Context: an optimization exercise on an open-source flow, tuned for small area and a short achievable clock period. The choices shown serve that exercise and are no tape-out recipe.
Function was checked by simulation only, so behaviour that the tests miss may differ from the original.
No activity file was given, so power comes from the tool's default toggle rates.

--- design/flow/flow/run.sh ---
#!/bin/bash
# Layout flow: the standard ORFS flow (standard synthesis unchanged), with
# the I/O port buffers made with buf_4 instead of the default pick and with
# cell sizing not restricted to the same footprint. Each tool's output goes
# to its own log file in this folder (ORFS keeps per-step logs in orfs/logs).
set -euo pipefail
export BUFFER_PORTS_ARGS="-buffer_cell sky130_fd_sc_hd__buf_4"
bash standard.sh synth > synth.log 2>&1
bash standard.sh MATCH_CELL_FOOTPRINT=0 finish > layout.log 2>&1
--- design/flow/config.mk ---
export PLATFORM = sky130hd
export DESIGN_NAME = processor_arm
export DESIGN_NICKNAME = processor_arm
export VERILOG_FILES = /design/flow/design.v
export SDC_FILE = /design/flow/constraint.sdc
export NUM_CORES = 4
export LEC_CHECK = 0
export CAP_MARGIN = 20
export CORE_MARGIN = 2
export CORE_UTILIZATION = 50
export CTS_CLUSTER_DIAMETER = 100
export CTS_CLUSTER_SIZE = 20
export SETUP_SLACK_MARGIN = 4.45
export SLEW_MARGIN = 20
export SYNTH_HIERARCHICAL = 1
--- design/flow/constraint.sdc ---
create_clock -name core_clock -period 7.0 [get_ports {CLOCK_50}]
set_input_delay 1.4000 -clock core_clock [delete_from_list [all_inputs] [get_ports {CLOCK_50}]]
set_output_delay 1.4000 -clock core_clock [all_outputs]
set_load 0.01 [all_outputs]
--- design/flow/standard.sh ---
#!/bin/bash
# synth_recipe.tcl (not shown) runs the flow's synth.tcl, then flattens the netlist and writes it again
# the make line also repeats each setting of config.mk as NAME=value (left out here)
make -C /OpenROAD-flow-scripts/flow DESIGN_CONFIG=/design/flow/config.mk WORK_HOME=/design/flow/orfs CLKGATE_MAP_FILE= SYNTH_SCRIPT=/design/flow/synth_recipe.tcl "${@:-finish}"
--- design/flow/design.v ---
module adder (input  logic [63:0] g0, p0,
              output logic [63:0] s);
	logic [63:0] ng1, np1, g2, p2, ng3, np3, g4, p4, ng5, np5, g6, p6;
	pfx_inv  #(1)  l1 (.g(g0),  .p(p0),  .ng(ng1), .np(np1));
	pfx_true #(2)  l2 (.ng(ng1), .np(np1), .g(g2),  .p(p2));
	pfx_inv  #(4)  l3 (.g(g2),  .p(p2),  .ng(ng3), .np(np3));
	pfx_true #(8)  l4 (.ng(ng3), .np(np3), .g(g4),  .p(p4));
	pfx_inv  #(16) l5 (.g(g4),  .p(p4),  .ng(ng5), .np(np5));
	pfx_true #(32) l6 (.ng(ng5), .np(np5), .g(g6),  .p(p6));
	assign s = p0 ^ {g6[62:0], 1'b0};
endmodule
module pfx_inv #(parameter D = 1)
	(input  logic [63:0] g, p,
	 output logic [63:0] ng, np);
	genvar i;
	generate
		for (i = 0; i < 64; i++) begin : b
			if (i >= D) begin : c
				assign ng[i] = ~(g[i] | (p[i] & g[i-D]));
				assign np[i] = ~(p[i] & p[i-D]);
			end else begin : t
				assign ng[i] = ~g[i];
				assign np[i] = ~p[i];
			end
		end
	endgenerate
endmodule
module pfx_true #(parameter D = 2)
	(input  logic [63:0] ng, np,
	 output logic [63:0] g, p);
	genvar i;
	generate
		for (i = 0; i < 64; i++) begin : b
			if (i >= D) begin : c
				assign g[i] = ~(ng[i] & (np[i] | ng[i-D]));
				assign p[i] = ~(np[i] | np[i-D]);
			end else begin : t
				assign g[i] = ~ng[i];
				assign p[i] = ~np[i];
			end
		end
	endgenerate
endmodule
module incr (input  logic [63:2] a,
             output logic [63:2] y);
	logic [63:0] z, p0, ng1, np1, g2, p2, ng3, np3, g4, p4, ng5, np5, g6, p6;
	assign z  = 64'b0;
	assign p0 = {2'b0, a};
	pfx_inv  #(1)  l1 (.g(z),   .p(p0),  .ng(ng1), .np(np1));
	pfx_true #(2)  l2 (.ng(ng1), .np(np1), .g(g2),  .p(p2));
	pfx_inv  #(4)  l3 (.g(g2),  .p(p2),  .ng(ng3), .np(np3));
	pfx_true #(8)  l4 (.ng(ng3), .np(np3), .g(g4),  .p(p4));
	pfx_inv  #(16) l5 (.g(g4),  .p(p4),  .ng(ng5), .np(np5));
	pfx_true #(32) l6 (.ng(ng5), .np(np5), .g(g6),  .p(p6));
	assign y = a ^ {p6[60:0], 1'b1};
endmodule
module flopr #(parameter N = 64)
	(input  logic clk, reset,
	 input  logic [N-1:0] d,
	 output logic [N-1:0] q);
	always_ff @(posedge clk, posedge reset)
		if (reset) q <= '0;
		else       q <= d;
endmodule
module regfile (input  logic        clk,
                input  logic [30:0] we,
                input  logic [31:0] sel1,
                input  logic [30:0] sel2,
                input  logic [63:0] ext1,
                input  logic [63:0] wd3,
                output logic [63:0] rd1, rd2);
	logic [63:0] regs [31];
	logic [10:0][63:0] x1, x2;
	genvar k;
	generate
		for (k = 0; k < 10; k++) begin : grp
			aoi222 p1 (.s0(sel1[3*k]), .s1(sel1[3*k+1]), .s2(sel1[3*k+2]),
			           .d0(regs[3*k]), .d1(regs[3*k+1]), .d2(regs[3*k+2]), .y(x1[k]));
			aoi222 p2 (.s0(sel2[3*k]), .s1(sel2[3*k+1]), .s2(sel2[3*k+2]),
			           .d0(regs[3*k]), .d1(regs[3*k+1]), .d2(regs[3*k+2]), .y(x2[k]));
		end
	endgenerate
	aoi22 p1_last (.s0(sel1[30]), .s1(sel1[31]), .d0(regs[30]), .d1(ext1), .y(x1[10]));
	nand_sel p2_last (.s0(sel2[30]), .d0(regs[30]), .y(x2[10]));
	nand11 o1 (.x(x1), .y(rd1));
	nand11 o2 (.x(x2), .y(rd2));
	always_ff @(posedge clk)
		for (int i = 0; i < 31; i++)
			if (we[i]) regs[i] <= wd3;
endmodule
module aoi222 (input  logic s0, s1, s2,
               input  logic [63:0] d0, d1, d2,
               output logic [63:0] y);
	assign y = ~(({64{s0}} & d0) | ({64{s1}} & d1) | ({64{s2}} & d2));
endmodule
module aoi22 (input  logic s0, s1,
              input  logic [63:0] d0, d1,
              output logic [63:0] y);
	assign y = ~(({64{s0}} & d0) | ({64{s1}} & d1));
endmodule
module nand_sel (input  logic s0,
                 input  logic [63:0] d0,
                 output logic [63:0] y);
	assign y = ~({64{s0}} & d0);
endmodule
module nand11 (input  logic [10:0][63:0] x,
               output logic [63:0] y);
	always_comb begin
		y = 64'b0;
		for (int i = 0; i < 11; i++) y = y | ~x[i];
	end
endmodule
module processor_arm #(parameter N = 64)
	(input  logic CLOCK_50, reset,
	 output logic [N-1:0] IM_addr,
	 input  logic [31:0] IM_readData,
	 output logic [N-1:0] DM_writeData, DM_addr,
	 output logic DM_writeEnable, DM_readEnable,
	 input  logic [N-1:0] DM_readData);
	logic clk;
	assign clk = CLOCK_50;
	logic [63:2] pc;
	logic [31:0] ins;
	logic [10:0] op;
	assign ins = IM_readData;
	assign op  = ins[31:21];
	logic [63:2] pc_o, pc_next;
	assign IM_addr = {pc_o, 2'b00};
	logic [4:0] ra1, ra2;
	assign ra1 = ins[9:5];
	assign ra2 = ins[28] ? ins[4:0] : ins[20:16];
	logic dADD, dSUB, dAND, dORR, dLD, dST, dCBZ;
	assign dADD = (op == 11'b10001011000);
	assign dSUB = (op == 11'b11001011000);
	assign dAND = (op == 11'b10001010000);
	assign dORR = (op == 11'b10101010000);
	assign dLD  = (op == 11'b11111000010);
	assign dST  = (op == 11'b11111000000);
	assign dCBZ = (op[10:3] == 8'b10110100);
	logic [63:2] f_pc;
	logic [31:0] f_s1;
	logic [30:0] f_s2;
	logic [4:0]  f_rd;
	logic [18:0] f_off;
	logic        f_sub, f_and, f_orr, f_immD;
	logic        f_ld, f_st, f_cbz, f_rw;
	always_ff @(posedge clk) begin
		f_pc  <= pc;
		for (int i = 0; i < 31; i++) begin
			f_s1[i] <= ~dCBZ & (ra1 == i[4:0]);
			f_s2[i] <= (ra2 == i[4:0]);
		end
		f_s1[31] <= dCBZ;
		f_rd  <= ins[4:0];
		f_off <= ins[23:5];
		f_sub <= dSUB;
		f_and <= dAND;
		f_orr <= dORR;
		f_immD <= dLD | dST;
	end
	always_ff @(posedge clk, posedge reset)
		if (reset) begin
			f_ld <= 1'b0; f_st <= 1'b0; f_cbz <= 1'b0; f_rw <= 1'b0;
		end else begin
			f_ld  <= dLD;
			f_st  <= dST;
			f_cbz <= dCBZ;
			f_rw  <= (dADD | dSUB | dAND | dORR | dLD) & (ins[4:0] != 5'd31);
		end
	logic [63:0] rd1, rd2;
	logic        m_ld;
	logic [30:0] m_we;
	logic [63:0] m_res, wd;
	regfile registers (.clk(clk), .we(m_we), .sel1(f_s1), .sel2(f_s2),
	                   .ext1({f_pc, 2'b00}), .wd3(wd), .rd1(rd1), .rd2(rd2));
	logic [63:0] bop;
	always_comb begin
		if (f_immD)     bop = {{55{f_off[15]}}, f_off[15:7]};
		else if (f_cbz) bop = {{43{f_off[18]}}, f_off, 2'b00};
		else            bop = rd2 ^ {64{f_sub}};
	end
	logic [63:0] ga, pa;
	assign ga = rd1 & bop;
	assign pa = rd1 ^ bop;
	logic g0, p0;
	assign p0 = f_sub ? (rd1[0] ^ rd2[0]) : pa[0];
	assign g0 = f_sub ? (rd1[0] | ~rd2[0]) : ga[0];
	logic [63:0] e_g, e_p, e_sd;
	logic [4:0]  e_rd;
	logic        e_and, e_orr;
	logic        e_ld, e_st, e_cbz, e_rw;
	always_ff @(posedge clk) begin
		e_g    <= {ga[63:1], g0};
		e_p    <= {pa[63:1], p0};
		e_sd   <= rd2;
		e_rd   <= f_rd;
		e_and  <= f_and;
		e_orr  <= f_orr;
	end
	always_ff @(posedge clk, posedge reset)
		if (reset) begin
			e_ld <= 1'b0; e_st <= 1'b0; e_cbz <= 1'b0; e_rw <= 1'b0;
		end else begin
			e_ld  <= f_ld;
			e_st  <= f_st;
			e_cbz <= f_cbz;
			e_rw  <= f_rw;
		end
	logic [63:0] sum, res;
	logic        zero;
	adder alu_add (.g0(e_g), .p0(e_p), .s(sum));
	assign res  = e_and ? e_g : e_orr ? (e_g | e_p) : sum;
	assign zero = (e_sd == 64'b0);
	logic [63:0] m_sd;
	logic        m_st, m_taken, m_ldsel;
	always_ff @(posedge clk) begin
		m_res <= res;
		m_ldsel <= e_ld;     
		m_sd  <= e_sd;
	end
	always_ff @(posedge clk, posedge reset)
		if (reset) begin
			m_ld <= 1'b0; m_st <= 1'b0; m_taken <= 1'b0; m_we <= 31'b0;
		end else begin
			m_ld    <= e_ld;
			m_st    <= e_st;
			m_taken <= e_cbz & zero;
			for (int i = 0; i < 31; i++) m_we[i] <= e_rw & (e_rd == i[4:0]);
		end
	assign DM_addr        = m_res;
	assign DM_writeData   = m_sd;
	assign DM_writeEnable = m_st;
	assign DM_readEnable  = m_ld;
	assign wd = m_ldsel ? DM_readData : m_res;
	logic [63:2] pc_inc;
	incr pc_add (.a(pc), .y(pc_inc));
	assign pc_next = m_taken ? m_res[63:2] : pc_inc;
	always_ff @(posedge clk, posedge reset)
		if (reset) pc <= 62'b0;
		else       pc <= pc_next;
	flopr #(62) pc_out (.clk(clk), .reset(reset), .d(pc_next), .q(pc_o));
endmodule
==> impl_metrics.json, run 1 <==
{
  "path_buf_inv": 1,
  "required_ps": 5600,
  "grt_pass1_wl_mm": 668,
  "final_common_cell": "edfxtp_1",
  "critical_path.startpoint": "pc_out.q[55]",
  "hold_start": "f_rd[1]",
  "grt_pass1_vias": 75500,
  "cts_tree": "built",
  "layout_worst_path_cycle_share_pct": 42.4,
  "dpl_cell_area_um2": 108000,
  "multi_input_area_um2": 28100,
  "power.density_nw_per_um2": 309,
  "critPathMaxStageDelay_ps": 530,
  "die_height_um": 463,
  "hold_buffers": 0,
  "start_util_pct": 50.2,
  "slowest_stage": "dfrtp_2",
  "grt_setup_unrepaired": "true",
  "start_kind": "flip-flop",
  "syn_inst": 6955,
  "fin_setup_tns_ps": 0,
  "fin_util_pct": 57.4,
  "fp.dieArea_um2": 214000,
  "grt_usage_pct": 46.3,
  "cts.path.max_buffers": 3,
  "final_area_um2": 120000,
  "gp_congestion": 1.08,
  "layout_common_cells": "1984 x edfxtp_1, 1280 x a222oi_1, 404 x nand2_1, 308 x nor2_1, 302 x buf_4",
  "cts_made_buffers": 152,
  "layout.nets": 7500,
  "placedCellCount": 9657,
  "regToRegStartpoint": "f_s2[13]",
  "p_leak_nw": 40.6,
  "drc": 0,
  "io_buffers": 289,
  "worstSetupEndpointType": "output pin",
  "hpwlAfterDp_mm": 299,
  "drive_above_1_share_pct": 21.4,
  "avgRoutedWirePerCell_um": 50.2,
  "hp-class": "flip-flop to flip-flop",
  "num_vias": 82500,
  "firstDrtPassIters": 11,
  "antenna_left": 0,
  "fin_cells": 10300,
  "clk_pin_slew_worst_paths_ps": 90,
  "cp_max_fo": 1,
  "synth_area_um2": 105000,
  "core_um2": 209000,
  "worst_pin_slew_ps": 1160,
  "maxCapViolCount": 0,
  "cp_top_family": "flip-flops",
  "skew_ps": 35.5,
  "outcome": "timing/DRC/antenna clean",
  "num_rows": 168,
  "slew_headroom_pct": 22.7,
  "fin_crit_ps": 2970,
  "worstPathArrival_ps": 1570,
  "clockRootBuffer": "clkbuf_16",
  "setup_viol": 0,
  "ff_latch_area_um2": 74000,
  "dieWidth_um": 463,
  "ir_worst_vdd_v": 0.000361,
  "htree_levels": 4,
  "max_freq_ghz": 0.337,
  "finalHoldViolCount": 0,
  "maxSlewViolCount": 0,
  "grt-ovfl-total": 0,
  "post_synth.cell_area_avg_um2": 15.1,
  "wl_mm": 519,
  "antenna_found_initial": 66,
  "clock_latency_ps": 880,
  "drtIter0Drc": 25400,
  "ys_warn_count": 12,
  "ios": 292,
  "cts_sinks": 2631,
  "area_growth_pct": 14.2,
  "crit_chain": "buf_6",
  "viasPerCell": 7.99,
  "fill_cells": 16600,
  "setup.worst_path.class": "flip-flop to output pin",
  "grt_start_max_net_pins": 105
}
final cells by class:
class	instances	share of cell area (%)
clock buffer	269	3.64
clock inverter	14	0.148
sequential	2631	61.6
tap	2805	2.92
timing repair buffer	737	7.51
antenna	61	0.127
inverter	203	0.640
multi-input combinational	3612	23.4
report_power, final:
group          total (mW)  internal, mW  switching [mW]
Sequential           20.5          19.3            1.19
Clock                9.63          4.31            5.32
Combinational        7.09          2.10            4.99
Total                37.2          25.7            11.5
routing by layer:
| layer | global-route usage (%) | wire [µm] | vias up | part of all wire (%) |
|---|---|---|---|---|
| li1 | - | - | 30300 | - |
| met4 | 26.8 | 38000 | 46 | 7.3 |
| met1 | 58.1 | 174000 | 41300 | 34 |
| met5 | 1.80 | 1620 | - | 0.31 |
| met3 | 22.9 | 95000 | 1785 | 18 |
| met2 | 64.2 | 210000 | 9125 | 41 |
metrics by stage:
| stage | setup slack [ps] | hold WS (ps) | total power [mW] |
|---|---|---|---|
| 6_report | 4030 | 332 | 37.2 |
| 5_1_grt | 4010 | 336 | 37.7 |
| 4_1_cts | 4020 | 331 | 36.4 |
| 3_5_place_dp | 3420 | 312 | 26.1 |
| 3_3_place_gp | 3440 | 312 | 26.1 |
| 2_1_floorplan | 4350 | 310 | 22.7 |
final timing paths:
path | endpoint | slack, ps | depth (start not counted)
min in group asynchronous | pc[54] | 690 | 3
max in group asynchronous | pc_out.q[56] | 4920 | 3
setup / recovery | IM_addr[57] | 4030 | 1
hold reg to reg | e_rd[1] | 330 | 0
setup reg to reg | e_p[5] | 4060 | 9
hold / removal | e_rd[1] | 330 | 0
registers in the layout (all words and copies together), names as in the netlist, 19 cells and up:
name / flops
m_sd: 64
m_we: 31
pc: 62
pc_out.q: 62
f_pc: 62
f_s1: 32
registers.regs: 1984
e_sd: 64
m_res: 64
f_off: 19
e_p: 64
e_g: 64
f_s2: 31
repair_timing:
action | in CTS | in global routing
pin swaps | 188 | 238
cloned | 35 | 11
resized for setup | 801 | 214
setup endpoints to repair | 627 | 345
buffers inserted | 226 | 59
==> inputs of run 2 (changes only) <==
--- a/design/flow/config.mk
+++ b/design/flow/config.mk
@@ -10,6 +10,6 @@
 export CORE_UTILIZATION = 50
 export CTS_CLUSTER_DIAMETER = 100
 export CTS_CLUSTER_SIZE = 20
-export SETUP_SLACK_MARGIN = 4.45
-export SLEW_MARGIN = 20
+export SETUP_SLACK_MARGIN = 4.2
+export SLEW_MARGIN = 40
 export SYNTH_HIERARCHICAL = 1
==> impl_metrics.json, run 2 <==
{
  "setup.worst_path.class": "flip-flop to flip-flop",
  "wl_mm": 487,
  "start_util_pct": 50.2,
  "area_growth_pct": 10.3,
  "start_kind": "flip-flop",
  "num_rows": 168,
  "fill_cells": 16900,
  "worstSetupEndpointType": "flip-flop",
  "grt_start_max_net_pins": 105,
  "ir_worst_vdd_v": 0.000340,
  "syn_inst": 6955,
  "min_path_cells": 0,
  "dieWidth_um": 463,
  "drive_above_1_share_pct": 15.6,
  "hp-class": "flip-flop to flip-flop",
  "ios": 292,
  "cts_tree": "built",
  "fp.dieArea_um2": 214000,
  "die_height_um": 463,
  "layout.nets": 7331,
  "grt_usage_pct": 43.3,
  "clock_latency_ps": 890,
  "grt_pass1_wl_mm": 633,
  "largest_reg_flops": 1984,
  "p_leak_nw": 39.1,
  "skew_ps": 43.4,
  "firstDrtPassIters": 13,
  "layout_worst_path_cycle_share_pct": 43.8,
  "p_total_mw": 36.6,
  "clk_pin_slew_worst_paths_ps": 80,
  "setup_viol": 0,
  "synth_area_um2": 105000,
  "gp_congestion": 1.08,
  "power.density_nw_per_um2": 315,
  "regMostFlops": "registers.regs",
  "required_ps": 7760,
  "clockRootBuffer": "clkbuf_16",
  "viasPerCell": 7.88,
  "setup_ws_ps": 3940,
  "finalHoldViolCount": 0,
  "cts.path.max_buffers": 3,
  "rr_worst_depth": 9,
  "max_freq_ghz": 0.326,
  "grt_setup_unrepaired": "true",
  "outcome": "timing/DRC/antenna clean",
  "wirelength_met1_mm": 166,
  "worst_pin_slew_ps": 971,
  "highest_layer": "met5",
  "maxSlewViolCount": 0,
  "dr_wl_met3_mm": 87.3,
  "worstPathArrival_ps": 3820,
  "fin_setup_tns_ps": 0,
  "core_um2": 209000,
  "grt-ovfl-total": 0,
  "dpl_worst_slack_ps": 3430,
  "num_vias": 79900,
  "io_buffers": 289,
  "post_synth.cell_area_avg_um2": 15.1,
  "avgRoutedWirePerCell_um": 48.0,
  "hpwlAfterDp_mm": 299,
  "antenna_found_initial": 57,
  "htree_levels": 4,
  "cts_made_buffers": 153,
  "drtIter0Drc": 24300,
  "layout_common_cells": "1984 x edfxtp_1, 1280 x a222oi_1, 407 x nand2_1, 350 x dfxtp_1, 340 x nor2_1",
  "fin_crit_ps": 3060,
  "grt_pass1_vias": 74200,
  "antenna_left": 0,
  "drc": 0,
  "wl_met2_mm": 202,
  "ys_warn_count": 12,
  "slew_headroom_pct": 35.3,
  "cp_max_fo": 32,
  "final_common_cell": "edfxtp_1",
  "maxCapViolCount": 0,
  "cts_sinks": 2631
}
run 2: cell types whose count changed in the layout (fill, tap and decap cells not counted), sizes merged:
| cell | delta |
|---|---|
| clkinv | +5 |
| diode | -29 |
| inv | +1 |
| clkbuf | -24 |
| buf | -148 |
run 2: area by class of cell:
class                           count  area, µm²  share of cell area [%]
Antenna cell                       32       80.1                  0.0690
Clock buffer                      267       4300                    3.70
Clock inverter                     20        299                   0.258
Inverter                          203        769                   0.663
Multi-Input combinational cell   3612      27000                    23.3
Sequential cell                  2631      73900                    63.7
Tap cell                         2805       3510                    3.02
Timing Repair Buffer              567       6170                    5.31
run 2: critical path: stages (launching register included):
cell and delay (ps):
dfxtp_4 390, buf_12 180, a222oi_1 470, nand4_1 380, or3_4 480, xnor2_2 150
nor2_2 140, a21oi_2 50, o21ai_2 290, ha_2 320
run 2: final timing paths:
kind / start / to / slack [ps]
setup reg to reg: f_s2[1] / e_p[5] / 3940
hold reg to reg: f_rd[1] / e_rd[1] / 330
max in group asynchronous: reset / pc_out.q[10] / 5320
hold / removal: f_rd[1] / e_rd[1] / 330
min in group asynchronous: reset / pc_out.q[49] / 510
setup / recovery: f_s2[1] / e_p[5] / 3940
run 2: where the power goes:
group	internal [mW]	switching, mW
combinational	1.81	4.75
sequential	19.3	1.16
clock	4.28	5.34
total	25.3	11.2
run 2: repair_timing:
item | 4_1_cts | 5_1_grt
setup buffers | 95 | 40
cloned | 4 | 5
pin swaps | 16 | 69
endpoints found under the setup margin | 247 | 153
hold buffers | 0 | 0
gates resized for setup | 352 | 109
run 2: metal layers:
layer  vias up  GRT usage, %
met5         -         0.824
met4        40          22.0
met3      1479          19.5
met2      8479          61.4
met1     40000          55.7
li1      29900             -
run 2: per-stage QoR:
step                      instances  instance area, µm²  util (%)  hold slack (ps)
after detailed placement       9664              108000      51.5              314
after global placement         9656              108000      51.4              312
after global routing          10100              116000      55.4              340
after CTS                     10100              115000      54.8              332
final                         10100              116000      55.4              330
after floorplan                6958              105000         -              310
==> inputs of run 3 (changes only) <==
--- a/design/flow/config.mk
+++ b/design/flow/config.mk
@@ -8,8 +8,8 @@
 export CAP_MARGIN = 20
 export CORE_MARGIN = 2
 export CORE_UTILIZATION = 50
-export CTS_CLUSTER_DIAMETER = 100
-export CTS_CLUSTER_SIZE = 20
-export SETUP_SLACK_MARGIN = 4.2
-export SLEW_MARGIN = 40
+export CTS_CLUSTER_DIAMETER = 150
+export CTS_CLUSTER_SIZE = 25
+export SETUP_SLACK_MARGIN = 4.3
+export SLEW_MARGIN = 20
 export SYNTH_HIERARCHICAL = 1
==> impl_metrics.json, run 3 <==
{
  "fp.dieArea_um2": 214000,
  "use_met1_pct": 56.7,
  "area_growth_pct": 10.6,
  "met2_usage_pct": 62.1,
  "dpl_cell_area_um2": 108000,
  "grt_pass1_vias": 74000,
  "dieWidth_um": 463,
  "ios": 292,
  "antenna_found_initial": 63,
  "grt_setup_unrepaired": "true",
  "ff_latch_area_um2": 74000,
  "placedCellCount": 9657,
  "io_buffers": 289,
  "drive_above_1_share_pct": 17.5,
  "layout.nets": 7350,
  "skew_ps": 50.1,
  "drc": 0,
  "hold_buffers": 0,
  "num_vias": 80000,
  "grt_pass1_wl_mm": 638,
  "grt_start_max_net_pins": 105,
  "worstSetupEndpointType": "flip-flop",
  "required_ps": 7760,
  "setup.worst_path.class": "flip-flop to flip-flop",
  "whs_ps": 335,
  "viasPerCell": 7.91,
  "p_leak_nw": 39.1,
  "regMostFlops": "registers.regs",
  "fin_cells": 10100,
  "r2r_setup_slack_ps": 4000,
  "setup_viol": 0,
  "start_kind": "flip-flop",
  "avgRoutedWirePerCell_um": 49.3,
  "cts.path.max_buffers": 3,
  "wl_mm": 499,
  "fill_cells": 17000,
  "outcome": "timing/DRC/antenna clean",
  "final_common_cell": "edfxtp_1",
  "antenna_left": 0,
  "slew_headroom_pct": 18.8,
  "clock_latency_ps": 880,
  "post_synth.cell_area_avg_um2": 15.1,
  "maxSlewViolCount": 0,
  "ys_warn_count": 12,
  "finalHoldViolCount": 0,
  "hp-class": "flip-flop to flip-flop",
  "fin_setup_tns_ps": 0,
  "p_total_mw": 35.4,
  "clockRootBuffer": "clkbuf_16",
  "fin_crit_ps": 3000,
  "final_area_um2": 116000,
  "start_util_pct": 50.2,
  "cts_made_buffers": 115,
  "multi_input_area_um2": 27400,
  "power.density_nw_per_um2": 305,
  "core_um2": 209000,
  "grt_usage_pct": 43.7,
  "clk_pin_slew_worst_paths_ps": 100,
  "syn_inst": 6955,
  "layout_worst_path_cycle_share_pct": 42.9,
  "grt_busiest_layer": "met2",
  "cts_tree": "built",
  "htree_levels": 3,
  "synth_area_um2": 105000,
  "layout_common_cells": "1984 x edfxtp_1, 1280 x a222oi_1, 407 x nand2_1, 330 x nor2_1, 289 x dfxtp_1",
  "cp_max_fo": 33,
  "hpwlAfterDp_mm": 299,
  "die_height_um": 463,
  "worstPathArrival_ps": 3760,
  "maxCapViolCount": 0,
  "ir_worst_vdd_v": 0.000363,
  "firstDrtPassIters": 15,
  "drtIter0Drc": 24400,
  "cts_sinks": 2631,
  "worst_pin_slew_ps": 1220,
  "grt_util_met3_pct": 19.3,
  "largest_reg_flops": 1984,
  "gp_congestion": 1.08,
  "grt-ovfl-total": 0,
  "num_rows": 168,
  "max_freq_ghz": 0.333
}
[run 3: final cells by class]
| cell class | instances | area share (%) |
|---|---|---|
| Antenna cell | 27 | 0.0581 |
| Multi-Input combinational cell | 3612 | 23.5 |
| Clock inverter | 7 | 0.0753 |
| Clock buffer | 212 | 2.81 |
| Tap cell | 2805 | 3.02 |
| Sequential cell | 2631 | 63.6 |
| Timing Repair Buffer | 624 | 6.21 |
| Inverter | 203 | 0.662 |
[run 3: path summary, 6_finish.rpt]
kind	cells after the start	start	to
worst max-delay path	9	f_s2[2]	e_p[5]
worst min register to register	0	f_rd[1]	e_rd[1]
worst max register to register	9	f_s2[2]	e_p[5]
max in group asynchronous	3	reset	pc_out.q[14]
worst min-delay path	0	f_rd[1]	e_rd[1]
min in group asynchronous	2	reset	pc_out.q[53]
[run 3: critical path, stage by stage, from the launching register on]
cell and delay [ps]:
dfxtp_4 400, buf_12 170, a222oi_1 470, nand4_1 320, or3_4 440, xnor2_2 140
nor2_1 200, a21oi_2 60, o21ai_2 300, ha_1 280
[run 3: routing by layer]
layer / routed length (µm) / up-vias
met2: 206000 / 8404
li1: - / 29800
met5: 650 / -
met4: 32900 / 36
met3: 89800 / 1545
met1: 170000 / 40200
[run 3: timing repair]
item,4_1_cts,5_1_grt
buffers inserted,131,64
setup endpoints to repair,352,309
gates cloned,4,19
resized for setup,535,207
pin swaps,37,197
[run 3: metrics by stage]
step | setup WS (ps) | utilization (%)
after floorplan | 4350 | -
after global routing | 4010 | 55.5
final | 4000 | 55.6
after global placement | 3440 | 51.4
after CTS | 4010 | 54.6
after detailed placement | 3420 | 51.5
[run 3: power by group]
part           internal (mW)  switching [mW]
registers               19.3            1.18
clock network           3.19            5.01
logic                   1.96            4.83

[afterwards: timing with drivers on the ports]
How much do the figures lean on ideal ports? The routed layouts below were timed once more, with nothing changed but the port constraints.
Step 1 assumes that a clkbuf_16 drives the clock port and a buf_2 every other input.
Step 2 times the ports against the registers' clock, not the clock port: input delays grow and output delays shrink by t, the midpoint of the rising clock arrivals with the driver on.
a / b / c = ideal / step 1 / step 2; a / b = the first two.
run | t (ns) | slack for setup (ns) | hold WS [ns] | worst slew at a driven data input, ns | cell pins on the clock port's net
run 1 | 0.948 | 4.030 / 3.944 / 4.034 | 0.332 / 0.332 / 0.332 | 0.08 | 1
run 2 | 0.951 | 3.937 / 3.931 / 3.937 | 0.330 / 0.330 / 0.330 | 0.08 | 1
run 3 | 0.941 | 3.995 / 3.925 / 3.995 | 0.335 / 0.335 / 0.335 | 0.07 | 1
After both steps setup and hold are still met in every run listed. Setup slack includes reset recovery checks.
